What follows belongs to an exercise in optimizing a design on an open flow for small area, a short achievable clock period and few clock cycles; a production flow would make more cautious choices.
No functional check of the RTL was part of any run shown here.
Power and IR drop assume default switching activity.

<file path="flow/flow/run.sh">
#!/bin/bash
# The standard layout, with ORFS's timing repair aiming further below the
# fixed 10 ns clock (the clock and constraints are unchanged).
set -euo pipefail
bash standard.sh SETUP_SLACK_MARGIN=6.5 finish > flow_make.log 2>&1
</file>
<file path="flow/standard.sh">
#!/bin/bash
# synth_recipe.tcl (not shown) runs the flow's synth.tcl, then flattens the netlist and writes it again
# the make line also repeats each setting of config.mk as NAME=value (left out here)
make -C /OpenROAD-flow-scripts/flow DESIGN_CONFIG=/design/flow/config.mk WORK_HOME=/design/flow/orfs CLKGATE_MAP_FILE= SYNTH_SCRIPT=/design/flow/synth_recipe.tcl "${@:-finish}"
</file>
<file path="flow/config.mk">
export PLATFORM = sky130hd
export DESIGN_NAME = conv_top
export DESIGN_NICKNAME = conv_top
export VERILOG_FILES = /design/flow/design.v
export SDC_FILE = /design/flow/constraint.sdc
export NUM_CORES = 4
export LEC_CHECK = 0
export CAP_MARGIN = 20
export CORE_MARGIN = 2
export CORE_UTILIZATION = 40
export SETUP_SLACK_MARGIN = 5
export SLEW_MARGIN = 20
</file>
<file path="flow/constraint.sdc">
create_clock -name core_clock -period 10.0 [get_ports {CLK}]
set_input_delay 2.0000 -clock core_clock [delete_from_list [all_inputs] [get_ports {CLK}]]
set_output_delay 2.0000 -clock core_clock [all_outputs]
set_load 0.01 [all_outputs]
</file>
<file path="flow/design.v">
`timescale 1ns / 1ps
module conv_top
  #(
    parameter integer C_S00_AXIS_TDATA_WIDTH = 32
  )
  (
    input wire CLK,
    input wire RESETN,
    output wire S_AXIS_TREADY,
    input wire [C_S00_AXIS_TDATA_WIDTH-1 : 0] S_AXIS_TDATA,
    input wire [(C_S00_AXIS_TDATA_WIDTH/8)-1 : 0] S_AXIS_TKEEP,
    input wire S_AXIS_TUSER,
    input wire S_AXIS_TLAST,
    input wire S_AXIS_TVALID,
    input wire M_AXIS_TREADY,
    output wire M_AXIS_TUSER,
    output wire [C_S00_AXIS_TDATA_WIDTH-1 : 0] M_AXIS_TDATA,
    output wire [(C_S00_AXIS_TDATA_WIDTH/8)-1 : 0] M_AXIS_TKEEP,
    output wire M_AXIS_TLAST,
    output wire M_AXIS_TVALID,
    input wire [31:0] PADDR,
    input wire PSEL,
    input wire PENABLE,
    input wire PWRITE,
    input wire [31:0] PWDATA,
    output wire PSLVERR,
    output wire PREADY,
    output wire [31:0] PRDATA,
    output wire [13:0] MEM_ADDR,
    output wire [31:0] MEM_WDATA,
    output wire MEM_EN,
    output wire MEM_WE,
    input wire [31:0] MEM_RDATA
  );
  assign PREADY  = 1'b1;
  assign PSLVERR = 1'b0;
  assign M_AXIS_TUSER = 1'b0;
  assign M_AXIS_TKEEP = 4'hF;
  wire       cmd_wr;
  wire [4:0] ic, oc;
  wire       fl8;
  wire       f_done, b_done, r_done, t_done;
  wire       prdata0;
  assign PRDATA = {31'd0, prdata0};
  conv_apb u_conv_apb (
    .clk(CLK), .rstn(RESETN),
    .paddr(PADDR[15:0]), .psel(PSEL), .penable(PENABLE), .pwrite(PWRITE), .pwdata(PWDATA),
    .prdata0(prdata0),
    .f_done(f_done), .b_done(b_done), .r_done(r_done), .t_done(t_done),
    .cmd_wr(cmd_wr), .ic(ic), .oc(oc), .fl8(fl8)
  );
  conv_module u_conv_module (
    .clk(CLK), .rstn(RESETN),
    .cmd_wr(cmd_wr), .cmd(PWDATA[2:0]), .ic(ic), .oc(oc), .fl8(fl8),
    .f_done(f_done), .b_done(b_done), .r_done(r_done), .t_done(t_done),
    .s_tready(S_AXIS_TREADY), .s_tdata(S_AXIS_TDATA), .s_tlast(S_AXIS_TLAST), .s_tvalid(S_AXIS_TVALID),
    .m_tdata(M_AXIS_TDATA), .m_tlast(M_AXIS_TLAST), .m_tvalid(M_AXIS_TVALID),
    .mem_addr(MEM_ADDR), .mem_wdata(MEM_WDATA), .mem_en(MEM_EN), .mem_we(MEM_WE), .mem_rdata(MEM_RDATA)
  );
endmodule
module conv_module (
  input  wire        clk,
  input  wire        rstn,
  input  wire        cmd_wr,
  input  wire [2:0]  cmd,
  input  wire [4:0]  ic,
  input  wire [4:0]  oc,
  input  wire        fl8,
  output reg         f_done,
  output reg         b_done,
  output reg         r_done,
  output reg         t_done,
  output reg         s_tready,
  input  wire [31:0] s_tdata,
  input  wire        s_tlast,
  input  wire        s_tvalid,
  output wire [31:0] m_tdata,
  output reg         m_tlast,
  output reg         m_tvalid,
  output wire [13:0] mem_addr,
  output wire [31:0] mem_wdata,
  output reg         mem_en,
  output reg         mem_we,
  input  wire [31:0] mem_rdata
);
  localparam P_IDLE = 3'd0, P_FEAT = 3'd1, P_BIAS = 3'd2, P_WLD = 3'd3,
             P_SEND = 3'd4, P_COMP = 3'd5;
  localparam OP_NONE = 3'd0, OP_A = 3'd1, OP_W = 3'd2, OP_B = 3'd3,
             OP_BW = 3'd4, OP_SEND = 3'd5;
  reg  [2:0]  ph;
  reg  [10:0] ma;
  reg  [63:0] rs;           
  assign mem_addr  = {3'b000, ma};
  assign mem_wdata = rs[31:0];
  assign m_tdata   = sw;
  wire take = s_tvalid & s_tready;
  reg  [9:0]  cnt;
  reg  [31:0] sw;           
  reg  [23:0] wt;           
  reg  [7:0]  bias;         
  reg  [1:0]  nrep;         
  reg         wl_last;
  reg  [1:0]  bst;          
  reg  [23:0] trip;
  always @(*) begin
    case (nrep)
      2'd0:    trip = s_tdata[23:0];
      2'd1:    trip = {s_tdata[15:0], sw[31:24]};
      2'd2:    trip = {s_tdata[7:0], sw[31:16]};
      default: trip = sw[31:8];
    endcase
  end
  reg  [3:0]  o, i;
  reg  [2:0]  r;
  reg  [1:0]  kr, q;
  reg  [2:0]  sidx;
  reg  [9:0]  wbase;
  reg  [5:0]  wi3;          
  reg  [8:0]  rptr;
  reg         have_res, dummy;
  reg         q_end, kl_r, il_r, rl_r, r0_r, ol_r;
  reg  [6:0]  ic3;         
  wire        wr_step  = have_res & ((sidx == 3'd2) | (fl8 & (sidx == 3'd3)));
  wire [1:0]  qlast    = (fl8 | (have_res & (sidx == 3'd2))) ? 2'd3 : 2'd1;
  wire        r_last   = (r == (fl8 ? 3'd7 : 3'd3));
  wire [2:0]  y        = r + {1'b0, kr} - 3'd1;
  wire [7:0]  fa0      = fl8 ? {i, y, 1'b0} : {2'b00, i, y[1:0]};
  wire [7:0]  fa1      = {i, y, 1'b1};
  wire [9:0]  waddr    = wbase + {4'd0, wi3} + {8'd0, kr};
  wire        wch_end  = ({1'b0, wi3} == ic3 - 7'd1);
  wire        fin      = q_end & dummy & (sidx == (fl8 ? 3'd3 : 3'd2));
  reg  [2:0]  op1, op2;
  reg         last1, last2;
  reg         d1a, d2a, d3a, d4a;
  reg  [1:0]  d1q, d2q, d3q;
  reg         d1f, d2f, d3f, d4f;
  wire        wl_wr    = take | ((nrep == 2'd3) & (bst == 2'd0));
  wire [1:0]  nrep_nx  = take ? nrep + 2'd1 : 2'd0;
  wire        bst_nx   = wch_end & (o[1:0] == 2'd3);
  wire        wlast_nx = wl_last | (take & s_tlast);
  wire        wl_go    = (bst == 2'd0) &
                         (wl_wr ? (wlast_nx & (nrep_nx != 2'd3) & ~bst_nx) : wl_last);
  always @(posedge clk or negedge rstn) begin
    if (!rstn) begin
      ph <= P_IDLE;
      f_done <= 1'b0; b_done <= 1'b0; r_done <= 1'b0; t_done <= 1'b0;
      s_tready <= 1'b0;
      m_tvalid <= 1'b0;
      mem_en <= 1'b0; mem_we <= 1'b0;
      op1 <= OP_NONE; op2 <= OP_NONE;
      d1a <= 1'b0; d2a <= 1'b0; d3a <= 1'b0; d4a <= 1'b0;
    end else begin
      mem_en <= 1'b0;
      mem_we <= 1'b0;
      op1 <= OP_NONE;
      op2 <= op1;
      m_tvalid <= (op2 == OP_SEND);
      if (m_tvalid && m_tlast) t_done <= 1'b1;
      d1a <= (ph == P_COMP) & (fl8 | ~q[1]);
      d2a <= d1a; d3a <= d2a; d4a <= d3a;
      case (ph)
        P_FEAT, P_BIAS: begin
          if (take) begin
            mem_en <= 1'b1; mem_we <= 1'b1;
            if (s_tlast) begin
              s_tready <= 1'b0;
              ph <= P_IDLE;
              if (ph == P_FEAT) f_done <= 1'b1; else b_done <= 1'b1;
            end
          end
        end
        P_WLD: begin
          if (bst == 2'd1) begin
            mem_en <= 1'b1; op1 <= OP_BW;
          end else if (bst == 2'd2) begin
            if (op2 == OP_BW) s_tready <= (nrep != 2'd3) & ~wl_last;
          end else if (wl_wr) begin
            mem_en <= 1'b1; mem_we <= 1'b1;
            s_tready <= (nrep_nx != 2'd3) & ~bst_nx & ~wlast_nx;
          end
          if (wl_go) ph <= P_COMP;
        end
        P_COMP: begin
          if (q == 2'd0) begin
            mem_en <= 1'b1; op1 <= OP_A;
          end else if (q == 2'd1) begin
            mem_en <= 1'b1; op1 <= OP_W;
          end else if (q == 2'd2 && fl8) begin
            mem_en <= 1'b1; op1 <= OP_B;
          end else if (wr_step && (fl8 || q == 2'd2)) begin
            mem_en <= 1'b1; mem_we <= 1'b1;
          end
          if (fin) begin
            ph <= P_IDLE;
            r_done <= 1'b1;
          end
        end
        P_SEND: begin
          if (cnt[8:0] != rptr) begin
            mem_en <= 1'b1; op1 <= OP_SEND;
          end
        end
        default: ;
      endcase
      if (cmd_wr) begin
        case (cmd)
          3'd1: begin ph <= P_FEAT; s_tready <= 1'b1; end
          3'd2: begin ph <= P_BIAS; s_tready <= 1'b1; end
          3'd3: begin ph <= P_WLD;  s_tready <= 1'b1; end
          3'd4: begin ph <= P_SEND; end
          default: begin
            ph <= P_IDLE; s_tready <= 1'b0;
            f_done <= 1'b0; b_done <= 1'b0; r_done <= 1'b0; t_done <= 1'b0;
          end
        endcase
      end
    end
  end
  reg  [7:0] x0, x1, x2, x3;
  reg  [7:0] nx0, nx1, nx2, nx3;
  always @(*) begin
    if (d3q == 2'd0) begin
      nx0 = 8'd0;  nx1 = sw[7:0];  nx2 = sw[15:8];  nx3 = sw[23:16];
    end else begin
      nx0 = x2;    nx1 = x3;
      nx2 = d3q[0] ? sw[31:24] : sw[15:8];
      nx3 = (d3q == 2'd2) ? sw[23:16] : ((d3q == 2'd1 && fl8) ? mem_rdata[7:0] : 8'd0);
    end
    if (!d3a) begin nx0 = 8'd0; nx1 = 8'd0; nx2 = 8'd0; nx3 = 8'd0; end
  end
  wire [22:0] ra0, rb0, rc0, rd0, ra1, rb1, rc1, rd1;
  csa3 u_m0 (.x0(x0), .x1(x1), .x2(x2), .w0(wt[7:0]), .w1(wt[15:8]), .w2(wt[23:16]),
             .ra(ra0), .rb(rb0), .rc(rc0), .rd(rd0));
  csa3 u_m1 (.x0(x1), .x1(x2), .x2(x3), .w0(wt[7:0]), .w1(wt[15:8]), .w2(wt[23:16]),
             .ra(ra1), .rb(rb1), .rc(rc1), .rd(rd1));
  reg  [14:0] sa0, sa1;
  reg  [15:0] sb0, sc0, sb1, sc1;
  reg  [13:0] sd0, sd1;
  wire [22:0] csa_ka = 23'h7E8000;
  reg  [22:0] p0a, p0b, p1a, p1b, p2a, p2b;
  reg  [11:0] mla, mlb;
  reg         mca, mcb;
  reg  [10:0] mha, mhb, mka, mkb;
  wire [22:0] bias64 = {{9{bias[7]}}, bias, 6'd0};
  wire [22:0] fin_a  = {mha + mka + {10'd0, mca}, mla};
  wire [22:0] fin_b  = {mhb + mkb + {10'd0, mcb}, mlb};
  wire [22:0] rin_a  = fl8 ? p1a : fin_a;
  wire [22:0] rin_b  = fl8 ? p1b : fin_b;
  wire [22:0] u1a, u2a, u1b, u2b;
  csa5 u_acc_a (.p(p0a), .ra(csa_ka | {8'd0, sa0}), .rb({7'd0, sb0}), .rc({7'd0, sc0}),
                .rd({8'd0, sd0, 1'b0}), .s1(u1a), .s2(u2a));
  csa5 u_acc_b (.p(p0b), .ra(csa_ka | {8'd0, sa1}), .rb({7'd0, sb1}), .rc({7'd0, sc1}),
                .rd({8'd0, sd1, 1'b0}), .s1(u1b), .s2(u2b));
  wire [12:0] lo_a = {1'b0, u1a[11:0]} + {1'b0, u2a[11:0]};
  wire [12:0] lo_b = {1'b0, u1b[11:0]} + {1'b0, u2b[11:0]};
  function [7:0] sat;
    input [22:0] v;
    begin
      if (v[22])              sat = 8'd0;
      else if (|v[21:13])     sat = 8'h7F;
      else                    sat = {1'b0, v[12:6]};
    end
  endfunction
  always @(posedge clk) begin
    d1q <= q; d2q <= d1q; d3q <= d2q;
    d1f <= (sidx == 3'd0); d2f <= d1f; d3f <= d2f; d4f <= d3f;
    x0 <= nx0; x1 <= nx1; x2 <= nx2; x3 <= nx3;
    last2 <= last1;
    sa0 <= ra0[14:0]; sb0 <= rb0[15:0]; sc0 <= rc0[15:0]; sd0 <= rd0[14:1];
    sa1 <= ra1[14:0]; sb1 <= rb1[15:0]; sc1 <= rc1[15:0]; sd1 <= rd1[14:1];
    ic3 <= {1'b0, ic, 1'b0} + {2'b00, ic};
    case (op2)
      OP_A:    sw <= mem_rdata;
      OP_W:    begin wt <= mem_rdata[23:0]; bias <= mem_rdata[31:24]; end
      OP_B:    sw <= mem_rdata;
      OP_BW:   {bias, wt} <= mem_rdata;
      OP_SEND: begin
        sw <= mem_rdata;
        m_tlast <= last2;
      end
      default: ;
    endcase
    p0a <= d4f ? bias64 : rin_a;
    p0b <= d4f ? bias64 : rin_b;
    p1a <= p2a; p1b <= p2b;
    p2a <= fin_a; p2b <= fin_b;
    mla <= lo_a[11:0]; mca <= lo_a[12]; mha <= u1a[22:12]; mka <= u2a[22:12];
    mlb <= lo_b[11:0]; mcb <= lo_b[12]; mhb <= u1b[22:12]; mkb <= u2b[22:12];
    if (d4a && d4f) begin
      if (fl8) rs <= {sat(rin_b), sat(rin_a), rs[63:16]};
      else     rs[31:0] <= {sat(rin_b), sat(rin_a), rs[31:16]};
    end
    if (ph == P_COMP && fl8 && sidx == 3'd3 && q == 2'd0) rs[31:0] <= rs[63:32];
    q_end <= (ph == P_COMP) & ~q_end & ((q + 2'd1) == qlast);
    kl_r  <= (kr == (r_last ? 2'd1 : 2'd2));
    il_r  <= ({1'b0, i} == ic - 5'd1);
    rl_r  <= r_last;
    r0_r  <= (r == 3'd0);
    ol_r  <= ({1'b0, o} == oc - 5'd1);
    case (ph)
      P_IDLE: begin
        cnt <= 10'd0;
        nrep <= 2'd0;
        wl_last <= 1'b0;
        bst <= 2'd0;
        o <= 4'd0;
        wi3 <= 6'd0;
      end
      P_FEAT, P_BIAS: begin
        if (take) begin
          ma <= (ph == P_FEAT) ? {3'b000, cnt[7:0]} : {9'b001000000, cnt[1:0]};
          rs[31:24] <= s_tdata[31:24];
          rs[23:0] <= trip;         
          cnt <= cnt + 10'd1;
          if (ph == P_BIAS && cnt[1:0] == 2'd0) {bias, wt} <= s_tdata;
        end
      end
      P_WLD: begin
        if (bst == 2'd1) begin
          ma <= {9'b001000000, o[3:2]};
          bst <= 2'd2;
        end else if (bst == 2'd2) begin
          if (op2 == OP_BW) bst <= 2'd0;
        end else if (wl_wr) begin
          ma <= {1'b1, cnt};
          case (o[1:0])
            2'd0: rs[31:24] <= wt[7:0];
            2'd1: rs[31:24] <= wt[15:8];
            2'd2: rs[31:24] <= wt[23:16];
            default: rs[31:24] <= bias;
          endcase
          rs[23:0] <= trip;
          cnt <= cnt + 10'd1;
          nrep <= nrep_nx;
          if (take) sw[31:8] <= s_tdata[31:8];
          if (take && s_tlast) wl_last <= 1'b1;
          if (wch_end) begin
            wi3 <= 6'd0;
            o <= o + 4'd1;
            if (bst_nx) bst <= 2'd1;
          end else begin
            wi3 <= wi3 + 6'd1;
          end
        end
        if (wl_go) begin
          o <= 4'd0; r <= 3'd0; i <= 4'd0; kr <= 2'd1; q <= 2'd0; q_end <= 1'b0;
          sidx <= 3'd0; wbase <= 10'd0; wi3 <= 6'd0; rptr <= 9'd0;
          have_res <= 1'b0; dummy <= 1'b0;
        end
      end
      P_COMP: begin
        if (q == 2'd0) ma <= {3'b000, fa0};
        else if (q == 2'd1) ma <= {1'b1, waddr};
        else if (q == 2'd2 && fl8) ma <= {3'b000, fa1};
        else begin
          ma <= {3'b010, rptr[7:0]};
          if (wr_step && (fl8 || q == 2'd2)) rptr <= rptr + 9'd1;
        end
        if (q_end) begin
          q <= 2'd0;
          if (dummy) begin
            if (sidx != 3'd4) sidx <= sidx + 3'd1;
          end else if (!kl_r) begin
            kr <= kr + 2'd1;
            if (sidx != 3'd4) sidx <= sidx + 3'd1;
          end else if (!il_r) begin
            i <= i + 4'd1;
            wi3 <= wi3 + 6'd3;
            kr <= r0_r ? 2'd1 : 2'd0;
            if (sidx != 3'd4) sidx <= sidx + 3'd1;
          end else begin
            i <= 4'd0;
            wi3 <= 6'd0;
            have_res <= 1'b1;
            sidx <= 3'd0;
            if (!rl_r) begin
              r <= r + 3'd1;
              kr <= 2'd0;
            end else begin
              r <= 3'd0;
              kr <= 2'd1;
              if (!ol_r) begin
                o <= o + 4'd1;
                wbase <= wbase + {3'd0, ic3};
              end else begin
                dummy <= 1'b1;
              end
            end
          end
        end else begin
          q <= q + 2'd1;
        end
      end
      P_SEND: begin
        if (cnt[8:0] != rptr) begin
          ma <= {3'b010, cnt[7:0]};
          last1 <= (cnt[8:0] == rptr - 9'd1);
          cnt <= cnt + 10'd1;
        end
      end
      default: ;
    endcase
  end
endmodule
module csa5 (
  input  wire [22:0] p, ra, rb, rc, rd,
  output wire [22:0] s1, s2
);
  wire [22:0] t1 = p ^ ra ^ rb;
  wire [22:0] c1 = {(p[21:0] & ra[21:0]) | (p[21:0] & rb[21:0]) | (ra[21:0] & rb[21:0]), 1'b0};
  wire [22:0] t2 = t1 ^ rc ^ rd;
  wire [22:0] c2 = {(t1[21:0] & rc[21:0]) | (t1[21:0] & rd[21:0]) | (rc[21:0] & rd[21:0]), 1'b0};
  assign s1 = t2 ^ c1 ^ c2;
  assign s2 = {(t2[21:0] & c1[21:0]) | (t2[21:0] & c2[21:0]) | (c1[21:0] & c2[21:0]), 1'b0};
endmodule
module csa3 (
  input  wire [7:0] x0, x1, x2, w0, w1, w2,
  output wire [22:0] ra, rb, rc, rd
);
  wire t1, t2;
  assign {t2, t1} = (x0[0] & w0[6]) + (x0[1] & w0[5]) + (x0[2] & w0[4]);
  wire t3, t4;
  assign {t4, t3} = {~(x0[0] & w0[7])} + (x0[1] & w0[6]) + (x0[2] & w0[5]);
  wire t5, t6;
  assign {t6, t5} = (x0[3] & w0[4]) + (x0[4] & w0[3]) + (x0[5] & w0[2]);
  wire t7, t8;
  assign {t8, t7} = (x0[6] & w0[1]) + {~(x0[7] & w0[0])} + {~(x1[0] & w1[7])};
  wire t9, t10;
  assign {t10, t9} = {~(x0[1] & w0[7])} + (x0[2] & w0[6]) + (x0[3] & w0[5]);
  wire t11, t12;
  assign {t12, t11} = (x0[4] & w0[4]) + (x0[5] & w0[3]) + (x0[6] & w0[2]);
  wire t13, t14;
  assign {t14, t13} = {~(x0[7] & w0[1])} + {~(x1[1] & w1[7])} + (x1[2] & w1[6]);
  wire t15, t16;
  assign {t16, t15} = {~(x0[2] & w0[7])} + (x0[3] & w0[6]) + (x0[4] & w0[5]);
  wire t17, t18;
  assign {t18, t17} = (x0[5] & w0[4]) + (x0[6] & w0[3]);
  wire t19, t20;
  assign {t20, t19} = (x0[0] & w0[4]) + (x0[1] & w0[3]) + (x0[2] & w0[2]);
  wire t21, t22;
  assign {t22, t21} = (x0[0] & w0[5]) + (x0[1] & w0[4]) + (x0[2] & w0[3]);
  wire t23, t24;
  assign {t24, t23} = (x0[3] & w0[2]) + (x0[4] & w0[1]) + (x0[5] & w0[0]);
  wire t25, t26;
  assign {t26, t25} = (x1[0] & w1[5]) + (x1[1] & w1[4]) + (x1[2] & w1[3]);
  wire t27, t28;
  assign {t28, t27} = (x0[3] & w0[3]) + (x0[4] & w0[2]) + (x0[5] & w0[1]);
  wire t29, t30;
  assign {t30, t29} = (x0[6] & w0[0]) + (x1[0] & w1[6]) + (x1[1] & w1[5]);
  wire t31, t32;
  assign {t32, t31} = (x1[2] & w1[4]) + (x1[3] & w1[3]) + (x1[4] & w1[2]);
  wire t33, t34;
  assign {t34, t33} = (x1[5] & w1[1]) + (x1[6] & w1[0]) + (x2[0] & w2[6]);
  wire t35, t36;
  assign {t36, t35} = (x2[1] & w2[5]) + (x2[2] & w2[4]);
  wire t37, t38;
  assign {t38, t37} = (x1[1] & w1[6]) + (x1[2] & w1[5]) + (x1[3] & w1[4]);
  wire t39, t40;
  assign {t40, t39} = (x1[4] & w1[3]) + (x1[5] & w1[2]) + (x1[6] & w1[1]);
  wire t41, t42;
  assign {t42, t41} = {~(x1[7] & w1[0])} + {~(x2[0] & w2[7])} + (x2[1] & w2[6]);
  wire t43, t44;
  assign {t44, t43} = (x2[2] & w2[5]) + (x2[3] & w2[4]) + (x2[4] & w2[3]);
  wire t45, t46;
  assign {t46, t45} = (x2[5] & w2[2]) + (x2[6] & w2[1]) + {~(x2[7] & w2[0])};
  wire t47, t48;
  assign {t48, t47} = t2 + t3;
  wire t49, t50;
  assign {t50, t49} = (x1[3] & w1[5]) + (x1[4] & w1[4]) + (x1[5] & w1[3]);
  wire t51, t52;
  assign {t52, t51} = (x1[6] & w1[2]) + {~(x1[7] & w1[1])} + {~(x2[1] & w2[7])};
  wire t53, t54;
  assign {t54, t53} = (x2[2] & w2[6]) + (x2[3] & w2[5]) + (x2[4] & w2[4]);
  wire t55, t56;
  assign {t56, t55} = (x2[5] & w2[3]) + (x2[6] & w2[2]) + {~(x2[7] & w2[1])};
  wire t57, t58;
  assign {t58, t57} = 1'b1 + t4 + t6;
  wire t59, t60;
  assign {t60, t59} = t8 + t9 + t11;
  wire t61, t62;
  assign {t62, t61} = {~(x0[7] & w0[2])} + {~(x1[2] & w1[7])} + (x1[3] & w1[6]);
  wire t63, t64;
  assign {t64, t63} = (x1[4] & w1[5]) + (x1[5] & w1[4]) + (x1[6] & w1[3]);
  wire t65, t66;
  assign {t66, t65} = {~(x1[7] & w1[2])} + {~(x2[2] & w2[7])} + (x2[3] & w2[6]);
  wire t67, t68;
  assign {t68, t67} = (x2[4] & w2[5]) + (x2[5] & w2[4]) + (x2[6] & w2[3]);
  wire t69, t70;
  assign {t70, t69} = {~(x2[7] & w2[2])} + 1'b1 + t10;
  wire t71, t72;
  assign {t72, t71} = t12 + t14 + t15;
  wire t73, t74;
  assign {t74, t73} = {~(x0[3] & w0[7])} + (x0[4] & w0[6]) + (x0[5] & w0[5]);
  wire t75, t76;
  assign {t76, t75} = (x0[6] & w0[4]) + {~(x0[7] & w0[3])} + {~(x1[3] & w1[7])};
  wire t77, t78;
  assign {t78, t77} = (x1[4] & w1[6]) + (x1[5] & w1[5]) + (x1[6] & w1[4]);
  wire t79, t80;
  assign {t80, t79} = {~(x1[7] & w1[3])} + {~(x2[3] & w2[7])} + (x2[4] & w2[6]);
  wire t81, t82;
  assign {t82, t81} = (x2[5] & w2[5]) + (x2[6] & w2[4]) + {~(x2[7] & w2[3])};
  wire t83, t84;
  assign {t84, t83} = {~(x0[4] & w0[7])} + (x0[5] & w0[6]) + (x0[6] & w0[5]);
  wire t85, t86;
  assign {t86, t85} = {~(x0[7] & w0[4])} + {~(x1[4] & w1[7])} + (x1[5] & w1[6]);
  wire t87, t88;
  assign {t88, t87} = (x0[0] & w0[3]) + (x0[1] & w0[2]) + (x0[2] & w0[1]);
  wire t89, t90;
  assign {t90, t89} = (x0[3] & w0[0]) + (x1[0] & w1[3]);
  wire t91, t92;
  assign {t92, t91} = (x0[3] & w0[1]) + (x0[4] & w0[0]) + (x1[0] & w1[4]);
  wire t93, t94;
  assign {t94, t93} = (x1[1] & w1[3]) + (x1[2] & w1[2]) + (x1[3] & w1[1]);
  wire t95, t96;
  assign {t96, t95} = (x1[4] & w1[0]) + (x2[0] & w2[4]) + (x2[1] & w2[3]);
  wire t97, t98;
  assign {t98, t97} = (x1[3] & w1[2]) + (x1[4] & w1[1]) + (x1[5] & w1[0]);
  wire t99, t100;
  assign {t100, t99} = (x2[0] & w2[5]) + (x2[1] & w2[4]) + (x2[2] & w2[3]);
  wire t101, t102;
  assign {t102, t101} = (x2[3] & w2[2]) + (x2[4] & w2[1]) + (x2[5] & w2[0]);
  wire t103, t104;
  assign {t104, t103} = t20 + t21;
  wire t105, t106;
  assign {t106, t105} = (x2[3] & w2[3]) + (x2[4] & w2[2]) + (x2[5] & w2[1]);
  wire t107, t108;
  assign {t108, t107} = (x2[6] & w2[0]) + t1 + t22;
  wire t109, t110;
  assign {t110, t109} = t24 + t26 + t27;
  wire t111, t112;
  assign {t112, t111} = t29 + t31 + t33;
  wire t113, t114;
  assign {t114, t113} = t5 + t7 + t28;
  wire t115, t116;
  assign {t116, t115} = t30 + t32 + t34;
  wire t117, t118;
  assign {t118, t117} = t36 + t37 + t39;
  wire t119, t120;
  assign {t120, t119} = t41 + t43 + t45;
  wire t121, t122;
  assign {t122, t121} = t13 + t38 + t40;
  wire t123, t124;
  assign {t124, t123} = t42 + t44 + t46;
  wire t125, t126;
  assign {t126, t125} = t48 + t49 + t51;
  wire t127, t128;
  assign {t128, t127} = t53 + t55 + t57;
  wire t129, t130;
  assign {t130, t129} = t17 + t50 + t52;
  wire t131, t132;
  assign {t132, t131} = t54 + t56 + t58;
  wire t133, t134;
  assign {t134, t133} = t60 + t61 + t63;
  wire t135, t136;
  assign {t136, t135} = t65 + t67 + t69;
  wire t137, t138;
  assign {t138, t137} = t16 + t18 + t62;
  wire t139, t140;
  assign {t140, t139} = t64 + t66 + t68;
  wire t141, t142;
  assign {t142, t141} = t70 + t72 + t73;
  wire t143, t144;
  assign {t144, t143} = t75 + t77 + t79;
  wire t145, t146;
  assign {t146, t145} = (x1[6] & w1[5]) + {~(x1[7] & w1[4])} + {~(x2[4] & w2[7])};
  wire t147, t148;
  assign {t148, t147} = (x2[5] & w2[6]) + (x2[6] & w2[5]) + {~(x2[7] & w2[4])};
  wire t149, t150;
  assign {t150, t149} = t74 + t76 + t78;
  wire t151, t152;
  assign {t152, t151} = t80 + t82 + t83;
  wire t153, t154;
  assign {t154, t153} = {~(x0[5] & w0[7])} + (x0[6] & w0[6]) + {~(x0[7] & w0[5])};
  wire t155, t156;
  assign {t156, t155} = {~(x1[5] & w1[7])} + (x1[6] & w1[6]) + {~(x1[7] & w1[5])};
  wire t157, t158;
  assign {t158, t157} = {~(x2[5] & w2[7])} + (x2[6] & w2[6]) + {~(x2[7] & w2[5])};
  wire t159, t160;
  assign {t160, t159} = (x0[0] & w0[2]) + (x0[1] & w0[1]) + (x0[2] & w0[0]);
  wire t161, t162;
  assign {t162, t161} = (x1[0] & w1[2]) + (x1[1] & w1[1]);
  wire t163, t164;
  assign {t164, t163} = (x1[1] & w1[2]) + (x1[2] & w1[1]) + (x1[3] & w1[0]);
  wire t165, t166;
  assign {t166, t165} = (x2[0] & w2[3]) + (x2[1] & w2[2]) + (x2[2] & w2[1]);
  wire t167, t168;
  assign {t168, t167} = (x2[3] & w2[0]) + t87;
  wire t169, t170;
  assign {t170, t169} = (x2[2] & w2[2]) + (x2[3] & w2[1]) + (x2[4] & w2[0]);
  wire t171, t172;
  assign {t172, t171} = t19 + t88 + t90;
  wire t173, t174;
  assign {t174, t173} = t91 + t93 + t95;
  wire t175, t176;
  assign {t176, t175} = t23 + t25 + t92;
  wire t177, t178;
  assign {t178, t177} = t94 + t96 + t97;
  wire t179, t180;
  assign {t180, t179} = t99 + t101 + t103;
  wire t181, t182;
  assign {t182, t181} = t35 + t98 + t100;
  wire t183, t184;
  assign {t184, t183} = t102 + t104 + t105;
  wire t185, t186;
  assign {t186, t185} = t107 + t109 + t111;
  wire t187, t188;
  assign {t188, t187} = t47 + t106 + t108;
  wire t189, t190;
  assign {t190, t189} = t110 + t112 + t113;
  wire t191, t192;
  assign {t192, t191} = t115 + t117 + t119;
  wire t193, t194;
  assign {t194, t193} = t59 + t114 + t116;
  wire t195, t196;
  assign {t196, t195} = t118 + t120 + t121;
  wire t197, t198;
  assign {t198, t197} = t123 + t125 + t127;
  wire t199, t200;
  assign {t200, t199} = t71 + t122 + t124;
  wire t201, t202;
  assign {t202, t201} = t126 + t128 + t129;
  wire t203, t204;
  assign {t204, t203} = t131 + t133 + t135;
  wire t205, t206;
  assign {t206, t205} = t81 + t130 + t132;
  wire t207, t208;
  assign {t208, t207} = t134 + t136 + t137;
  wire t209, t210;
  assign {t210, t209} = t139 + t141 + t143;
  wire t211, t212;
  assign {t212, t211} = t85 + t138 + t140;
  wire t213, t214;
  assign {t214, t213} = t142 + t144 + t145;
  wire t215, t216;
  assign {t216, t215} = t147 + t149 + t151;
  wire t217, t218;
  assign {t218, t217} = t84 + t86 + t146;
  wire t219, t220;
  assign {t220, t219} = t148 + t150 + t152;
  wire t221, t222;
  assign {t222, t221} = t153 + t155 + t157;
  wire t223, t224;
  assign {t224, t223} = {~(x0[6] & w0[7])} + {~(x0[7] & w0[6])} + {~(x1[6] & w1[7])};
  wire t225, t226;
  assign {t226, t225} = {~(x1[7] & w1[6])} + {~(x2[6] & w2[7])} + {~(x2[7] & w2[6])};
  wire t227, t228;
  assign {t228, t227} = t154 + t156 + t158;
  wire t229, t230;
  assign {t230, t229} = (x0[0] & w0[1]) + (x0[1] & w0[0]) + (x1[0] & w1[1]);
  wire t231, t232;
  assign {t232, t231} = (x1[2] & w1[0]) + (x2[0] & w2[2]) + (x2[1] & w2[1]);
  wire t233, t234;
  assign {t234, t233} = (x2[2] & w2[0]) + t159;
  wire t235, t236;
  assign {t236, t235} = t89 + t160 + t162;
  wire t237, t238;
  assign {t238, t237} = t163 + t165 + t167;
  wire t239, t240;
  assign {t240, t239} = t164 + t166 + t168;
  wire t241, t242;
  assign {t242, t241} = t169 + t171 + t173;
  wire t243, t244;
  assign {t244, t243} = t170 + t172 + t174;
  wire t245, t246;
  assign {t246, t245} = t175 + t177 + t179;
  wire t247, t248;
  assign {t248, t247} = t176 + t178 + t180;
  wire t249, t250;
  assign {t250, t249} = t181 + t183 + t185;
  wire t251, t252;
  assign {t252, t251} = t182 + t184 + t186;
  wire t253, t254;
  assign {t254, t253} = t187 + t189 + t191;
  wire t255, t256;
  assign {t256, t255} = t188 + t190 + t192;
  wire t257, t258;
  assign {t258, t257} = t193 + t195 + t197;
  wire t259, t260;
  assign {t260, t259} = t194 + t196 + t198;
  wire t261, t262;
  assign {t262, t261} = t199 + t201 + t203;
  wire t263, t264;
  assign {t264, t263} = t200 + t202 + t204;
  wire t265, t266;
  assign {t266, t265} = t205 + t207 + t209;
  wire t267, t268;
  assign {t268, t267} = t206 + t208 + t210;
  wire t269, t270;
  assign {t270, t269} = t211 + t213 + t215;
  wire t271, t272;
  assign {t272, t271} = t212 + t214 + t216;
  wire t273, t274;
  assign {t274, t273} = t217 + t219 + t221;
  wire t275, t276;
  assign {t276, t275} = t218 + t220 + t222;
  wire t277, t278;
  assign {t278, t277} = t223 + t225 + t227;
  wire t279, t280;
  assign {t280, t279} = (x0[7] & w0[7]) + (x1[7] & w1[7]) + (x2[7] & w2[7]);
  wire t281, t282;
  assign {t282, t281} = t224 + t226 + t228;
  assign ra = {1'b1, 1'b1, 1'b1, 1'b1, 1'b1, 1'b1, 1'b0, 1'b1, t276, t272, t268, t264, t260, t256, t252, t248, t244, t240, t236, t232, t161, (x1[1] & w1[0]), (x0[0] & w0[0])};
  assign rb = {1'b0, 1'b0, 1'b0, 1'b0, 1'b0, 1'b0, 1'b0, t280, t278, t274, t270, t266, t262, t258, t254, t250, t246, t242, t238, t234, t230, (x2[0] & w2[1]), (x1[0] & w1[0])};
  assign rc = {1'b0, 1'b0, 1'b0, 1'b0, 1'b0, 1'b0, 1'b0, t282, t279, t275, t271, t267, t263, t259, t255, t251, t247, t243, t239, t235, t231, (x2[1] & w2[0]), (x2[0] & w2[0])};
  assign rd = {1'b0, 1'b0, 1'b0, 1'b0, 1'b0, 1'b0, 1'b0, 1'b0, t281, t277, t273, t269, t265, t261, t257, t253, t249, t245, t241, t237, t233, t229, 1'b0};
endmodule
module conv_apb (
  input  wire        clk,
  input  wire        rstn,
  input  wire [15:0] paddr,
  input  wire        psel,
  input  wire        penable,
  input  wire        pwrite,
  input  wire [31:0] pwdata,
  output reg         prdata0,
  input  wire        f_done,
  input  wire        b_done,
  input  wire        r_done,
  input  wire        t_done,
  output wire        cmd_wr,      
  output reg  [4:0]  ic,
  output reg  [4:0]  oc,
  output reg         fl8
);
  wire hi0  = (paddr[15:6] == 10'd0);
  wire wr   = psel & penable & pwrite & hi0;
  assign cmd_wr = wr & (paddr[5:2] == 4'h0);
  always @(posedge clk) begin
    if (wr && paddr[5:2] == 4'h1) ic  <= pwdata[4:0];
    if (wr && paddr[5:2] == 4'h2) oc  <= pwdata[4:0];
    if (wr && paddr[5:2] == 4'h3) fl8 <= pwdata[3];
  end
  reg st;
  always @(*) begin
    case (paddr[5:2])
      4'h8: st = f_done;
      4'h9: st = b_done;
      4'hA: st = r_done;
      4'hB: st = t_done;
      default: st = 1'b0;
    endcase
  end
  always @(posedge clk or negedge rstn) begin
    if (!rstn) prdata0 <= 1'b0;
    else       prdata0 <= psel & ~penable & ~pwrite & hi0 & st;
  end
endmodule
</file>
==> results.json, run 1 <==
{
  "tightest_slew_ns": 1.015,
  "grt.total_usage": 0.2340,
  "cp_max_fo": 2,
  "final_nets": 4333,
  "syn_inst": 3558,
  "layout_commonest_cell": "inv_1",
  "synth_top_area_frac": 0.2633,
  "route.met2.wl_mm": 48.44,
  "dp_cells": 4737,
  "rsz0062_at_grt": "true",
  "hpwl_mm": 74.81,
  "die_w_um": 303.5,
  "synth_edf_count": 120,
  "finalHoldViolCount": 0,
  "maxCapViolCount": 0,
  "wl_met3_mm": 8.346,
  "async_reset_ff_frac": 0.03583,
  "slew_headroom": 0.3234,
  "antenna_found_initial": 2,
  "first_global_vias": 26240,
  "swShare": 0.2330,
  "antenna_left": 0,
  "fin_crit_ns": 3.620,
  "post_drt_wl_per_cell_um": 21.38,
  "yosys_warnings": 2,
  "grt_max_degree": 65,
  "layout.cells.non_filler": 4923,
  "critPathLaunchType": "flip-flop",
  "initial_core_util": 0.4048,
  "ys_seq_elements": 614,
  "overflow": 0,
  "timing_max_transition_violations_final": 0,
  "drt-pass1-iter-count": 9,
  "layout-drive-gt1-share": 0.1022,
  "hp-class": "flip-flop to flip-flop",
  "nFillCells": 8351,
  "avgSynthCellArea_um2": 10.09,
  "cellPowerDensity_nw_per_um2": 141.2,
  "syn_area_um2": 35880,
  "grt_pass1_wl_mm": 161.2,
  "combinationalPowerShare": 0.066,
  "cp.arrival_ns": 4.13,
  "finalSetupTns_ns": 0,
  "yosysTopAreaCell": "dfxtp_1",
  "port_buffers": 170,
  "cts_tree": "done",
  "vdd_drop_max_v": 0.0001180,
  "cts.path.max_buffers": 3,
  "vias": 25450,
  "fin_crit_sh": 0.3620,
  "crit_type": "flip-flop to flip-flop",
  "met1_length_mm": 44.40,
  "clock_latency_ns": 0.63,
  "syn_to_final_growth_pct": 16.49,
  "routed.top_layer": "met4",
  "avgViaCountPerCell": 5.170,
  "cts.sinks": 614,
  "place.gp.congestion": 0.8886,
  "clock_skew_ns": 0.05372,
  "critPathRequiredTime_ns": 10.51,
  "clock.fmax_mhz": 276.2,
  "clkSlewWorstSetupHoldPaths_ns": 0.06,
  "internal-power_w": 0.004527,
  "die_area_um2": 92120,
  "setup_ws_ns": 6.380,
  "power_switching_w": 0.001375,
  "pre_cts_ws_ns": 5.168,
  "multi_input_area_um2": 19960,
  "io_pins": 263,
  "rows": 109,
  "critPathCaptureType": "flip-flop",
  "drcViolationCount": 0,
  "ys_types": 88,
  "finalSetupViolations": 0,
  "cts_buffers": 72,
  "htreeDepth": 3,
  "power.share.sequential": 0.458,
  "cts_root_buffer": "clkbuf_16",
  "diodes": 0,
  "die_h_um": 303.5,
  "power.leakage_nw": 17.55,
  "synth_area_leaders": "dfxtp_1, fa_1, edfxtp_1",
  "synth_flop_cell": "dfxtp_1",
  "core_area_um2": 88650,
  "routed_wl_mm": 105.3,
  "cts_hold_buf": 0,
  "drt_iter0_drc": 2162,
  "regArea_um2": 13700,
  "status": "complete, no violations",
  "p_clk_frac": 0.476,
  "ys_seq_area_frac": 0.3791,
  "final_cell_mix": "inv_1, dfxtp_1, fa_1"
}
power by group through the flow:
stage	Sequential [W]	Clock [W]	Combinational [W]
after global placement	0.00276	0	0.000370
after detailed placement	0.00276	0	0.000375
after floorplan	0.00274	0	0.000248
after CTS	0.00271	0.00286	0.000385
after global routing	0.00272	0.00296	0.000440
final	0.00270	0.00281	0.000387
logic make-up after synthesis:
kind of cell    Yosys count  synth area share
compound gates          530           0.09306
xor+xnor                103           0.02514
fa+ha+maj               493            0.2477
buf+inv                 706           0.08340
flops                   614            0.3791
mux                     109           0.03121
other cells               2         0.0002093
simple gates           1001            0.1402
final cells by class:
type	instances	share of cell area
Sequential cell	614	0.3277
Multi-Input combinational cell	2282	0.4775
Inverter	475	0.04289
Timing Repair Buffer	256	0.05618
Timing Repair inverter	1	0.0001197
Clock inverter	36	0.01200
Clock buffer	94	0.04879
Tap cell	1165	0.03487
registers in the layout, indices dropped and copies added, names as in the netlist, 11 cells and up:
| signal | flops |
|---|---|
| u_conv_module.p0a | 23 |
| u_conv_module.mla | 12 |
| u_conv_module.sb0 | 16 |
| u_conv_module.sd0 | 14 |
| u_conv_module.p1b | 23 |
| u_conv_module.sd1 | 14 |
| u_conv_module.mha | 11 |
| u_conv_module.sc1 | 16 |
| u_conv_module.sw | 32 |
| u_conv_module.p2a | 23 |
| u_conv_module.sc0 | 16 |
| u_conv_module.rs | 60 |
| u_conv_module.sa0 | 15 |
| u_conv_module.mhb | 11 |
| u_conv_module.sa1 | 15 |
| u_conv_module.p0b | 23 |
| u_conv_module.ma | 11 |
| u_conv_module.p1a | 23 |
| u_conv_module.sb1 | 16 |
| u_conv_module.wt | 24 |
| u_conv_module.p2b | 23 |
| u_conv_module.mlb | 12 |
final timing paths:
path | from | to | slack [ns] | cells past startpoint
min reg2reg | u_conv_module.p2b[12] | u_conv_module.p1b[12] | 0.29 | 0
max reg2reg | u_conv_module.sa0[2] | u_conv_module.mla[10] | 6.38 | 16
min in group asynchronous | RESETN | u_conv_apb.prdata0 | 1.73 | 2
min | u_conv_module.p2b[12] | u_conv_module.p1b[12] | 0.29 | 0
max in group asynchronous | RESETN | u_conv_module.ph[0] | 8.01 | 2
max | u_conv_module.sa0[2] | u_conv_module.mla[10] | 6.38 | 16
synth_stat cells (25+ instances only):
| cell type | count |
|---|---|
| dfxtp_1 | 472 |
| inv_1 | 472 |
| fa_1 | 363 |
| nand2_1 | 321 |
| and2_1 | 307 |
| o21ai_0 | 169 |
| nor2_1 | 157 |
| a21oi_1 | 149 |
| ha_1 | 127 |
| clkbuf_1 | 121 |
| edfxtp_1 | 120 |
| mux2i_1 | 95 |
| buf_4 | 77 |
| xnor2_1 | 66 |
| nand3_1 | 56 |
| xor2_1 | 37 |
| a222oi_1 | 32 |
| nor3_1 | 31 |
| nor2b_1 | 25 |
through the flow:
step	power (W)	utilization	cell area (um2)	hold slack, ns
2_1_floorplan	0.002990	-	36140	0.3096
3_3_place_gp	0.003126	0.4329	38380	0.3097
6_report	0.005901	0.4715	41800	0.2876
4_1_cts	0.005956	0.4671	41400	0.2885
5_1_grt	0.006117	0.4715	41800	0.2978
3_5_place_dp	0.003136	0.4329	38380	0.3121
per-layer routing:
metal | track usage | vias up
met2 | 0.3784 | 973
met5 | 0 | -
li1 | - | 11660
met1 | 0.3108 | 12580
met3 | 0.04926 | 236
met4 | 0.08287 | 0
critical path, stage by stage, from the launching register on:
cell	delay [ns]
dfxtp_2	0.32
fa_1	0.54
inv_2	0.04
fa_1	0.49
fa_1	0.42
inv_2	0.09
ha_4	0.14
inv_2	0.03
fa_2	0.34
nor2b_2	0.14
o21ai_2	0.09
a21boi_2	0.23
o21a_1	0.17
o21ai_1	0.07
nand2b_1	0.15
a21oi_2	0.10
xnor2_1	0.14
timing repair:
action | CTS | global route
pin swaps | 42 | 35
resized for setup | 199 | 58
gates cloned | 6 | 0
setup buffers | 32 | 18
endpoints found under the setup margin | 267 | 80
==> run 2: changes to the inputs <==
--- a/flow/design.v
+++ b/flow/design.v
@@ -120,2 +120,4 @@
   reg         have_res, dummy;
+  reg         drain;        
+  reg  [2:0]  dc;
   reg         q_end, kl_r, il_r, rl_r, r0_r, ol_r;
@@ -130,3 +132,4 @@
   wire        wch_end  = ({1'b0, wi3} == ic3 - 7'd1);
-  wire        fin      = q_end & dummy & (sidx == (fl8 ? 3'd3 : 3'd2));
+  wire        dr_wr    = drain & ((dc == 3'd3) | (fl8 & (dc == 3'd4)));
+  wire        fin      = drain & (dc == (fl8 ? 3'd4 : 3'd3));
   reg  [2:0]  op1, op2;
@@ -158,3 +161,3 @@
       if (m_tvalid && m_tlast) t_done <= 1'b1;
-      d1a <= (ph == P_COMP) & (fl8 | ~q[1]);
+      d1a <= (ph == P_COMP) & ~drain & (fl8 | ~q[1]);
       d2a <= d1a; d3a <= d2a; d4a <= d3a;
@@ -183,3 +186,7 @@
         P_COMP: begin
-          if (q == 2'd0) begin
+          if (drain) begin
+            if (dr_wr) begin
+              mem_en <= 1'b1; mem_we <= 1'b1;
+            end
+          end else if (q == 2'd0) begin
             mem_en <= 1'b1; op1 <= OP_A;
@@ -240,8 +247,8 @@
   reg  [22:0] p0a, p0b, p1a, p1b, p2a, p2b;
-  reg  [11:0] mla, mlb;
+  reg  [7:0]  mla, mlb;
   reg         mca, mcb;
-  reg  [10:0] mha, mhb, mka, mkb;
+  reg  [14:0] mha, mhb, mka, mkb;
   wire [22:0] bias64 = {{9{bias[7]}}, bias, 6'd0};
-  wire [22:0] fin_a  = {mha + mka + {10'd0, mca}, mla};
-  wire [22:0] fin_b  = {mhb + mkb + {10'd0, mcb}, mlb};
+  wire [22:0] fin_a  = {mha + mka + {14'd0, mca}, mla};
+  wire [22:0] fin_b  = {mhb + mkb + {14'd0, mcb}, mlb};
   wire [22:0] rin_a  = fl8 ? p1a : fin_a;
@@ -253,4 +260,4 @@
                 .rd({8'd0, sd1, 1'b0}), .s1(u1b), .s2(u2b));
-  wire [12:0] lo_a = {1'b0, u1a[11:0]} + {1'b0, u2a[11:0]};
-  wire [12:0] lo_b = {1'b0, u1b[11:0]} + {1'b0, u2b[11:0]};
+  wire [8:0]  lo_a = {1'b0, u1a[7:0]} + {1'b0, u2a[7:0]};
+  wire [8:0]  lo_b = {1'b0, u1b[7:0]} + {1'b0, u2b[7:0]};
   function [7:0] sat;
@@ -286,4 +293,4 @@
     p2a <= fin_a; p2b <= fin_b;
-    mla <= lo_a[11:0]; mca <= lo_a[12]; mha <= u1a[22:12]; mka <= u2a[22:12];
-    mlb <= lo_b[11:0]; mcb <= lo_b[12]; mhb <= u1b[22:12]; mkb <= u2b[22:12];
+    mla <= lo_a[7:0]; mca <= lo_a[8]; mha <= u1a[22:8]; mka <= u2a[22:8];
+    mlb <= lo_b[7:0]; mcb <= lo_b[8]; mhb <= u1b[22:8]; mkb <= u2b[22:8];
     if (d4a && d4f) begin
@@ -292,3 +299,4 @@
     end
-    if (ph == P_COMP && fl8 && sidx == 3'd3 && q == 2'd0) rs[31:0] <= rs[63:32];
+    if (ph == P_COMP && fl8 && (drain ? (dc == 3'd4) : (sidx == 3'd3 && q == 2'd0)))
+      rs[31:0] <= rs[63:32];
     q_end <= (ph == P_COMP) & ~q_end & ((q + 2'd1) == qlast);
@@ -347,6 +355,12 @@
           sidx <= 3'd0; wbase <= 10'd0; wi3 <= 6'd0; rptr <= 9'd0;
-          have_res <= 1'b0; dummy <= 1'b0;
+          have_res <= 1'b0; dummy <= 1'b0; drain <= 1'b0;
         end
       end
-      P_COMP: begin
+      P_COMP: if (drain) begin
+        dc <= dc + 3'd1;
+        if (dr_wr) begin
+          ma <= {3'b010, rptr[7:0]};
+          rptr <= rptr + 9'd1;
+        end
+      end else begin
         if (q == 2'd0) ma <= {3'b000, fa0};
@@ -361,3 +375,4 @@
           if (dummy) begin
-            if (sidx != 3'd4) sidx <= sidx + 3'd1;
+            drain <= 1'b1;
+            dc <= 3'd0;
           end else if (!kl_r) begin
--- a/flow/flow/run.sh
+++ b/flow/flow/run.sh
@@ -4,2 +4,2 @@
 set -euo pipefail
-bash standard.sh SETUP_SLACK_MARGIN=6.5 finish > flow_make.log 2>&1
+bash standard.sh SETUP_SLACK_MARGIN=7.0 finish > flow_make.log 2>&1
==> results.json, run 2 <==
{
  "status": "complete, no violations",
  "ys_seq_area_frac": 0.3786,
  "ys_seq_elements": 626,
  "multi_input_area_um2": 21210,
  "synth_flop_cell": "dfxtp_1",
  "critPathRequiredTime_ns": 8.00,
  "vdd_drop_max_v": 0.0001469,
  "clkSlewWorstSetupHoldPaths_ns": 0.06,
  "regArea_um2": 14200,
  "cp_max_fo": 2,
  "antenna_left": 0,
  "power.leakage_nw": 18.86,
  "tightest_slew_ns": 1.083,
  "syn_to_final_growth_pct": 22.04,
  "r2r_start": "u_conv_module.x1[4]",
  "final_nets": 4532,
  "yosys_warnings": 2,
  "grt_pass1_wl_mm": 166.0,
  "finalHoldViolCount": 0,
  "die_area_um2": 94120,
  "core_area_um2": 91250,
  "grt_max_degree": 65,
  "post_drt_wl_per_cell_um": 21.56,
  "io_pins": 263,
  "cp.buffers_inverters": 2,
  "nFillCells": 8309,
  "avgViaCountPerCell": 5.340,
  "netlist_top_cells_count": "dfxtp_1, inv_1, fa_1, nand2_1, and2_1",
  "power.share.sequential": 0.396,
  "clock_latency_ns": 0.67,
  "crit_start": "u_conv_module.sw[5]",
  "final_cell_mix": "inv_1, dfxtp_1, fa_1",
  "cts_tree": "done",
  "htreeDepth": 3,
  "yosysTopAreaCell": "dfxtp_1",
  "largest_reg_flops": 60,
  "timing_max_transition_violations_final": 0,
  "critPathLaunchType": "flip-flop",
  "drt-pass1-iter-count": 13,
  "rows": 111,
  "p_clk_frac": 0.384,
  "syn_inst": 3631,
  "combinationalPowerShare": 0.221,
  "place.gp.congestion": 0.8742,
  "routed_wl_mm": 110.9,
  "largestRegisters": "u_conv_module.rs x60, u_conv_module.sw x32, u_conv_module.wt x24",
  "crit_type": "flip-flop to primary output",
  "crit_family": "flip-flops",
  "hp-class": "flip-flop to flip-flop",
  "fin_crit_ns": 3.344,
  "maxCapViolCount": 0,
  "finalSetupTns_ns": 0,
  "drcViolationCount": 0,
  "die_h_um": 306.8,
  "final_area_um2": 44760,
  "crit_slowest_cell": "edfxtp_1",
  "clock_skew_ns": 0.05888,
  "crit_path_max_incr_delay_ns": 0.41,
  "die_w_um": 306.8,
  "layout-drive-gt1-share": 0.1982,
  "power_switching_w": 0.002129,
  "synth_edf_count": 124,
  "cts.path.max_buffers": 3,
  "critPathCaptureType": "primary output",
  "syn_area_um2": 36670,
  "layout_commonest_cell": "inv_1",
  "cts.sinks": 626,
  "whs_ns": 0.3135,
  "cp.arrival_ns": 1.34,
  "synth_most_common_cell": "dfxtp_1",
  "vias": 27460,
  "avgSynthCellArea_um2": 10.10,
  "internal-power_w": 0.005019,
  "cp_cell_sequence": "buf_12 -> buf_6",
  "pre_cts_ws_ns": 5.236,
  "async_reset_ff_frac": 0.03514,
  "clock.fmax_mhz": 299.0,
  "power_w": 0.007147,
  "fin_crit_sh": 0.3344,
  "hpwl_mm": 76.11,
  "synth_area_leaders": "dfxtp_1, fa_1, edfxtp_1",
  "slew_headroom": 0.2571,
  "rsz0062_at_grt": "true",
  "cellPowerDensity_nw_per_um2": 159.7,
  "grt.total_usage": 0.2339,
  "finalSetupViolations": 0,
  "hold_start": "u_conv_module.p2b[10]",
  "port_buffers": 170,
  "ys_types": 88,
  "cts_root_buffer": "clkbuf_16",
  "swShare": 0.2978,
  "largest-register": "u_conv_module.rs",
  "postPlaceCellArea_um2": 39350,
  "synth_top_area_frac": 0.2620,
  "overflow": 0,
  "first_global_vias": 27140,
  "antenna_found_initial": 9,
  "cts_buffers": 72,
  "initial_core_util": 0.4019,
  "setup_ws_ns": 6.656,
  "drt_iter0_drc": 2731
}
==> run 2: cell types whose count changed after synthesis, moves of 10 or more <==
cell      change
inv_1        -30
a21o_1       +17
clkbuf_1     +15
and3_1       +13
nand2_1      -10
a211oi_1     +16
==> run 2: layout make-up <==
class                      instances  area share
clock buffer                     102     0.04758
clock inverter                    29    0.008331
multi-input combinational       2357      0.4740
timing repair buffer             396     0.08211
tap                             1186     0.03316
sequential                       626      0.3173
inverter                         445     0.03741
antenna                            2   0.0001118
==> run 2: cells by family after synthesis <==
logic type                 after synthesis  share of synthesized area
buffers and inverters                  688                    0.07902
and+or+nand+nor                       1026                     0.1425
AOI/OAI and AO/OA                      589                     0.1031
muxes                                  107                    0.02972
other                                    2                  0.0002048
xor gates and xnor gates                99                    0.02405
DFF                                    626                     0.3786
adders and majority gates              494                     0.2428
==> run 2: path summary, 6_finish.rpt <==
| kind | end | slack, ns | cells after the start |
|---|---|---|---|
| min in group asynchronous | u_conv_module.op1[1] | 1.34 | 1 |
| setup reg to reg | u_conv_module.sd1[8] | 6.82 | 8 |
| hold reg to reg | u_conv_module.p1b[10] | 0.31 | 0 |
| hold / removal | u_conv_module.p1b[10] | 0.31 | 0 |
| setup / recovery | M_AXIS_TDATA[5] | 6.66 | 2 |
| max in group asynchronous | u_conv_module.ph[1] | 8.24 | 1 |
==> run 2: metrics by stage <==
stage | utilization | std cells
after global routing | 0.4905 | 5142
after global placement | 0.4312 | 4811
after detailed placement | 0.4312 | 4811
after CTS | 0.4804 | 5096
after floorplan | - | 3670
final | 0.4905 | 5143
==> run 2: what timing repair did <==
item | in CTS | in global routing
gates cloned | 2 | 2
pin swaps | 105 | 92
hold buffers | 0 | 0
buffers inserted | 152 | 43
resized for setup | 755 | 143
endpoints found under the setup margin | 355 | 204
==> run 2: metal layers <==
metal / GRT usage / vias to the layer above / share of wire
met4: 0.07399 / 2 / 0.033
met5: 0 / - / 0.00014
met3: 0.04955 / 212 / 0.089
met2: 0.3519 / 1180 / 0.43
met1: 0.3363 / 13750 / 0.44
li1: - / 12320 / -
==> run 2: power groups by stage <==
stage	sequential [W]	combinational (W)	clock [W]
floorplan	0.00286	0.000884	0
detailed placement	0.00290	0.00116	0
global route	0.00284	0.00171	0.00288
finish	0.00283	0.00158	0.00274
global placement	0.00290	0.00116	0
CTS	0.00283	0.00141	0.00278
==> run 3: changes to the inputs <==
--- a/flow/flow/run.sh
+++ b/flow/flow/run.sh
@@ -4,2 +4,2 @@
 set -euo pipefail
-bash standard.sh SETUP_SLACK_MARGIN=7.0 finish > flow_make.log 2>&1
+bash standard.sh SETUP_SLACK_MARGIN=6.5 finish > flow_make.log 2>&1
==> results.json, run 3 <==
{
  "fin_crit_ns": 3.485,
  "combinationalPowerShare": 0.187,
  "min_to": "u_conv_module.p1b[19]",
  "hold_start": "u_conv_module.p2b[19]",
  "cts_buffers": 73,
  "clkSlewWorstSetupHoldPaths_ns": 0.06,
  "maxCapViolCount": 0,
  "critPathRequiredTime_ns": 10.51,
  "largest-register": "u_conv_module.rs",
  "place.gp.congestion": 0.9267,
  "cellPowerDensity_nw_per_um2": 163.5,
  "hold_depth": 0,
  "grt_pass1_wl_mm": 165.4,
  "ys_types": 88,
  "final_cell_mix": "inv_1, dfxtp_1, fa_1",
  "vdd_drop_max_v": 0.0001240,
  "crit_type": "flip-flop to flip-flop",
  "finalSetupTns_ns": 0,
  "synth_most_common_cell": "dfxtp_1",
  "syn_area_um2": 36670,
  "clock_latency_ns": 0.65,
  "ys_seq_area_frac": 0.3786,
  "cp.arrival_ns": 4.00,
  "cts_tree": "done",
  "die_h_um": 306.8,
  "post_drt_wl_per_cell_um": 21.88,
  "setup_ws_ns": 6.515,
  "drcViolationCount": 0,
  "postPlaceCellArea_um2": 39260,
  "fin_crit_sh": 0.3485,
  "pre_cts_ws_ns": 5.510,
  "nFillCells": 8543,
  "rows": 111,
  "port_buffers": 170,
  "finalHoldViolCount": 0,
  "die_area_um2": 94120,
  "tightest_slew_ns": 1.088,
  "grt_max_degree": 65,
  "die_w_um": 306.8,
  "clock_skew_ns": 0.04457,
  "rr_worst_depth": 6,
  "layout-drive-gt1-share": 0.07993,
  "yosys_warnings": 2,
  "layout_commonest_cell": "inv_1",
  "yosysTopAreaCell": "dfxtp_1",
  "htreeDepth": 3,
  "routed_wl_mm": 109.0,
  "drt-pass1-iter-count": 8,
  "largestRegisters": "u_conv_module.rs x60, u_conv_module.sw x32, u_conv_module.wt x24",
  "ys_seq_elements": 626,
  "critPathCaptureType": "flip-flop",
  "cts.path.max_buffers": 3,
  "synth_flop_cell": "dfxtp_1",
  "avgSynthCellArea_um2": 10.10,
  "swShare": 0.2855,
  "cts_hold_buf": 0,
  "rsz0062_at_grt": "false",
  "avgViaCountPerCell": 5.307,
  "clock.fmax_mhz": 286.9,
  "drt_iter0_drc": 2398,
  "cts.sinks": 626,
  "hp-class": "flip-flop to flip-flop",
  "regToRegEndpoint": "u_conv_module.sd1[9]",
  "grt.total_usage": 0.2334,
  "internal-power_w": 0.004920,
  "power.leakage_nw": 17.92,
  "synth_edf_count": 124,
  "finish.utilization": 0.4614,
  "timing_max_transition_violations_final": 0,
  "p_clk_frac": 0.400,
  "io_pins": 263,
  "power_switching_w": 0.001965,
  "critPathLaunchType": "flip-flop",
  "hpwl_mm": 79.53,
  "r2r_start": "u_conv_module.x2[3]",
  "r2r_setup_slack_ns": 6.51,
  "syn_to_final_growth_pct": 14.81,
  "finalSetupViolations": 0,
  "antenna_found_initial": 5,
  "final_nets": 4369,
  "netlist_top_cells_count": "dfxtp_1, inv_1, fa_1, nand2_1, and2_1",
  "overflow": 0,
  "power.share.sequential": 0.414,
  "vias": 26430,
  "antenna_left": 0,
  "async_reset_ff_frac": 0.03514,
  "cts_root_buffer": "clkbuf_16",
  "largest_reg_flops": 60,
  "status": "complete, no violations",
  "cp_max_fo": 17,
  "synth_top_area_frac": 0.2620,
  "core_area_um2": 91250,
  "syn_inst": 3631,
  "first_global_vias": 26550,
  "synth_area_leaders": "dfxtp_1, fa_1, edfxtp_1",
  "final_area_um2": 42100,
  "initial_core_util": 0.4019,
  "slew_headroom": 0.2540
}
==> run 3: power groups by stage <==
| stage | registers [W] | logic, W | clock network, W |
|---|---|---|---|
| floorplan | 0.00286 | 0.000878 | 0 |
| global placement | 0.00290 | 0.00117 | 0 |
| detailed placement | 0.00290 | 0.00118 | 0 |
| CTS | 0.00285 | 0.00123 | 0.00282 |
| global route | 0.00286 | 0.00141 | 0.00291 |
| finish | 0.00285 | 0.00128 | 0.00275 |
==> run 3: metrics by stage <==
step	hold slack, ns	power [W]	instances
2_1_floorplan	0.3096	0.003742	3670
3_3_place_gp	0.3096	0.004065	4827
3_5_place_dp	0.3121	0.004080	4827
4_1_cts	0.3239	0.006891	4966
5_1_grt	0.3273	0.007182	4978
6_report	0.3233	0.006885	4979
==> run 3: area by class of cell <==
type                    count  area, um2  share of cell area
multi-input cells        2356      20360              0.4837
flip-flops and latches    626      13960              0.3315
repair buffers            233       2143             0.05091
clock buffers              95       2031             0.04823
inverters                 445       1673             0.03973
well taps                1186       1484             0.03525
clock inverters            36      445.4             0.01058
diodes                      2      5.005           0.0001189
==> run 3: cell families after synthesis <==
logic type	count (synthesis)	synth area share
other	2	0.0002048
adder cells (fa/ha/maj)	494	0.2428
multiplexers	107	0.02972
flip-flops	626	0.3786
AND/OR/NAND/NOR	1026	0.1425
AO/OA/AOI/OAI	589	0.1031
XOR/XNOR	99	0.02405
buffers and inverters	688	0.07902
==> run 3: routing by layer <==
layer	wire length [um]	vias to the layer above	global-route usage
met5	0	-	0
met4	4960	0	0.09838
met3	8056	249	0.04342
met2	50790	1028	0.3823
met1	45160	13160	0.3033
li1	-	11990	-
==> run 3: timing repair <==
item,CTS,global route
pin swaps,8,13
gates resized for setup,155,44
endpoints found under the setup margin,221,62
setup buffers,8,11
endpoints found under the hold margin,0,0
==> run 3: how the worst max path moves through the flow <==
| stage | start | end | depth (start not counted) |
|---|---|---|---|
| global route | u_conv_module.mca | u_conv_module.rs[51] | 13 |
| CTS | u_conv_module.wt[22] | u_conv_module.sd0[8] | 7 |
| detailed placement | S_AXIS_TVALID | u_conv_module.rs[21] | 9 |
| finish | u_conv_module.x2[3] | u_conv_module.sd1[9] | 6 |
| floorplan | PADDR[9] | u_conv_module.s_tready | 7 |
| global placement | S_AXIS_TVALID | u_conv_module.rs[19] | 9 |
==> run 3: critical path, cell delays in order (launching register included) <==
cell	delay (ns)
dfxtp_1	1.01
and2_1	0.27
fa_1	0.45
fa_1	0.59
fa_1	0.46
fa_1	0.53
inv_1	0.04

separate check: timing with driven ports:
How much do the figures lean on ideal ports? The routed layouts below were timed once more, with nothing changed but the port constraints. Step 1 sets driving cells, clkbuf_16 on the clock port and buf_2 on the other inputs (assumed; they add their load-dependent delay and slew). Step 2 also shifts input and output timing later by t, the mid clock arrival at the registers, as if the neighbouring blocks saw the same clock. a / b / c = no drivers / after step 1 / after step 2; a / b = the first two.
run | t, ns | slack for setup (ns) | hold slack, ns | cell pins on the clock port's net
run 1 | 0.676 | 6.380 / 6.380 / 5.907 | 0.288 / 0.288 / 0.288 | 1
run 2 | 0.708 | 6.656 / 6.584 / 6.202 | 0.314 / 0.314 / 0.314 | 1
run 3 | 0.695 | 6.515 / 6.467 / 5.940 | 0.323 / 0.323 / 0.323 | 1
After both steps setup and hold are still met in every run listed. The setup slack of run 3, which loses most, moves by -0.048 ns with the drivers and by -0.575 ns with both steps.
